From an optimization exercise on the open Yosys and OpenROAD flow, aimed at a short achievable clock period and few clock cycles; shortcuts taken in it are not production practice.
In this exercise RTL edits were held to simulation tests only and were not proved equivalent to the original.

lane 1:
## ALU
module ALU #(
    parameter DATA_W = 32
)
(
    input                       i_clk,    
    input                       i_rst_n,  
    input                       i_valid,  
    input [DATA_W - 1 : 0]      i_A,      
    input [DATA_W - 1 : 0]      i_B,      
    input [         2 : 0]      i_inst,   
    output [2*DATA_W - 1 : 0]   o_data,   
    output                      o_done    
);
reg  [63:0] res;         
reg         done;
reg         mul_pend;
reg         div_act;
reg  [3:0]  div_cnt;
reg  [31:0] div_b;
reg  [33:0] div_b3;
assign o_data = res;
assign o_done = done;
wire [31:0] pp [0:31];
genvar gi;
generate for (gi = 0; gi < 32; gi = gi + 1) begin : g_pp
    assign pp[gi] = i_A & {32{i_B[gi]}};
end endgenerate
wire w1;
wire w2;
wire w3;
wire w4;
wire w5;
wire w6;
wire w7;
wire w8;
wire w9;
wire w10;
wire w11;
wire w12;
wire w13;
wire w14;
wire w15;
wire w16;
wire w17;
wire w18;
wire w19;
wire w20;
wire w21;
wire w22;
wire w23;
wire w24;
wire w25;
wire w26;
wire w27;
wire w28;
wire w29;
wire w30;
wire w31;
wire w32;
wire w33;
wire w34;
wire w35;
wire w36;
wire w37;
wire w38;
wire w39;
wire w40;
  ...
Size in the first run: roughly 8200 cells after synthesis, ~630 flip-flops, about 140 I/O pins, ~0.071 mm2 of cells after synthesis.
Settings: LEC_CHECK=0, CAP_MARGIN=20, CORE_MARGIN=2, CORE_UTILIZATION=40, SETUP_SLACK_MARGIN=5, SLEW_MARGIN=20, TNS_END_PERCENT=100; clock period 10.0 ns.
run.sh (not shown) runs the stock make flow with config.mk's settings and CLKGATE_MAP_FILE= SYNTH_SCRIPT=/design/flow/synth_recipe.tcl, a recipe that flattens the netlist after the stock synthesis.
Having completed the whole flow, lane 1 delivered a layout that passed the timing, design-rule and antenna checks.
Testbench counts of lane 1, summed over its fixed seeds: cycles 7,298.
For lane 2, these inputs were changed with respect to lane 1:
Settings: a deleted TNS_END_PERCENT that had been 100; a deleted SETUP_SLACK_MARGIN that had been 5.
Results
- Clock-buffer cell count (lane 2 vs. lane 1) increases by a few percent
- NOTE final-stage net count lane 1->lane 2 decreased by a few percent

## v22
ALU, a different RTL version from the one above (not shown whole).
Size: ~20000 cells after synthesis, roughly 0.12 mm² of cells after synthesis.
==> flow/config.mk <==
export PLATFORM = sky130hd
export DESIGN_NAME = ALU
export DESIGN_NICKNAME = ALU
export VERILOG_FILES = /design/flow/design.v
export SDC_FILE = /design/flow/constraint.sdc
export NUM_CORES = 4
export LEC_CHECK = 0
export CAP_MARGIN = 20
export CORE_MARGIN = 2
export CORE_UTILIZATION = 35
export SLEW_MARGIN = 20
==> flow/constraint.sdc <==
create_clock -name core_clock -period 10.0 [get_ports {i_clk}]
set_input_delay 2.0000 -clock core_clock [delete_from_list [all_inputs] [get_ports {i_clk}]]
set_output_delay 2.0000 -clock core_clock [all_outputs]
set_load 0.01 [all_outputs]
standard.sh (not shown) runs the stock make flow with config.mk's settings and CLKGATE_MAP_FILE= SYNTH_SCRIPT=/design/flow/synth_recipe.tcl, a recipe that flattens the netlist after the stock synthesis.
==> flow/flow/run.sh <==
#!/bin/bash
set -uo pipefail
W=$PWD
M=${MARGIN:-7}
{
  echo 'proc synth {args} { yosys synth -nofsm -noshare {*}$args }'
  echo "proc abc {args} { set i [lsearch \$args -script]; if {\$i >= 0} { lset args [expr {\$i+1}] $W/flow/abc_fast.script }; yosys abc {*}\$args }"
  tail -n +2 synth_recipe.tcl
} > my_synth.tcl
sed "s#SYNTH_SCRIPT=[^ ]*#SYNTH_SCRIPT=$W/my_synth.tcl#" standard.sh > my_standard.sh
K="SETUP_SLACK_MARGIN=$M TNS_END_PERCENT=100"
bash my_standard.sh ADDER_MAP_FILE= synth > log_synth.txt 2>&1 || exit 1
bash my_standard.sh $K floorplan > log_floorplan.txt 2>&1 || exit 1
bash my_standard.sh $K place > log_place.txt 2>&1 || exit 1
bash my_standard.sh $K cts > log_cts.txt 2>&1 || exit 1
bash my_standard.sh $K route > log_route.txt 2>&1 || exit 1
bash my_standard.sh $K finish > log_finish.txt 2>&1 || exit 1
test -f out/final.def
==> flow/flow/abc_fast.script <==
strash
&get -n
&st
&if -g -K 6
&st
&if -g -K 6
&st
&put
dch -f
map -D 1000
topo
stime -c
buffer -c
upsize -c
dnsize -c
Run status, v22: aborted in global routing, error GRT-0116
Testbench counts of v22, summed over its fixed seeds: cycles 7,298.
Input-level comparison between v29 and v22:
- CORE_UTILIZATION changed from 35 to 50
-- flow/flow/run.sh --
<<< v22, line 3
W=$PWD
M=${MARGIN:-7}
{
>>> v29, line 3
W=$PWD
M=${MARGIN:-6}
{
==> comparison <==
For v29, the flow was terminated by a tool error in global routing and produced no final design. Reported for v22 and v29, TritonCTS sink count turned out identical to the last digit. Compare v22 and v29 | placement-stage cell area higher: v22. Compared v29 vs v22, and count of cells resized by post-cts repair is down in v29.

==> static timing again, ports no longer ideal <==
No port has a modelled driver above. Below, the same layouts with a new extraction and two added sets of constraints.
Step 1, drivers: a clkbuf_16 drives i_clk and a buf_2 each remaining input, both assumed.
Step 2, shift: input delay + t, output delay - t, t = (earliest + latest rising clock arrival at the registers) / 2. This alone moves slack from input paths to output paths.
Slacks: ideal ports / drivers / drivers and shift; pairs: ideal ports / drivers.
run | t, ns | setup slack, ns | worst setup path at the end
lane 1 | 0.830 | 3.431 / 3.431 / 3.138 | input to register
lane 2 | 0.811 | 1.508 / 1.508 / 1.508 | register to register
After both steps setup and hold are still met in every run listed. For lane 1, which loses most, drivers alone change the setup slack by 0.000 ns; drivers and shift together by -0.293 ns.
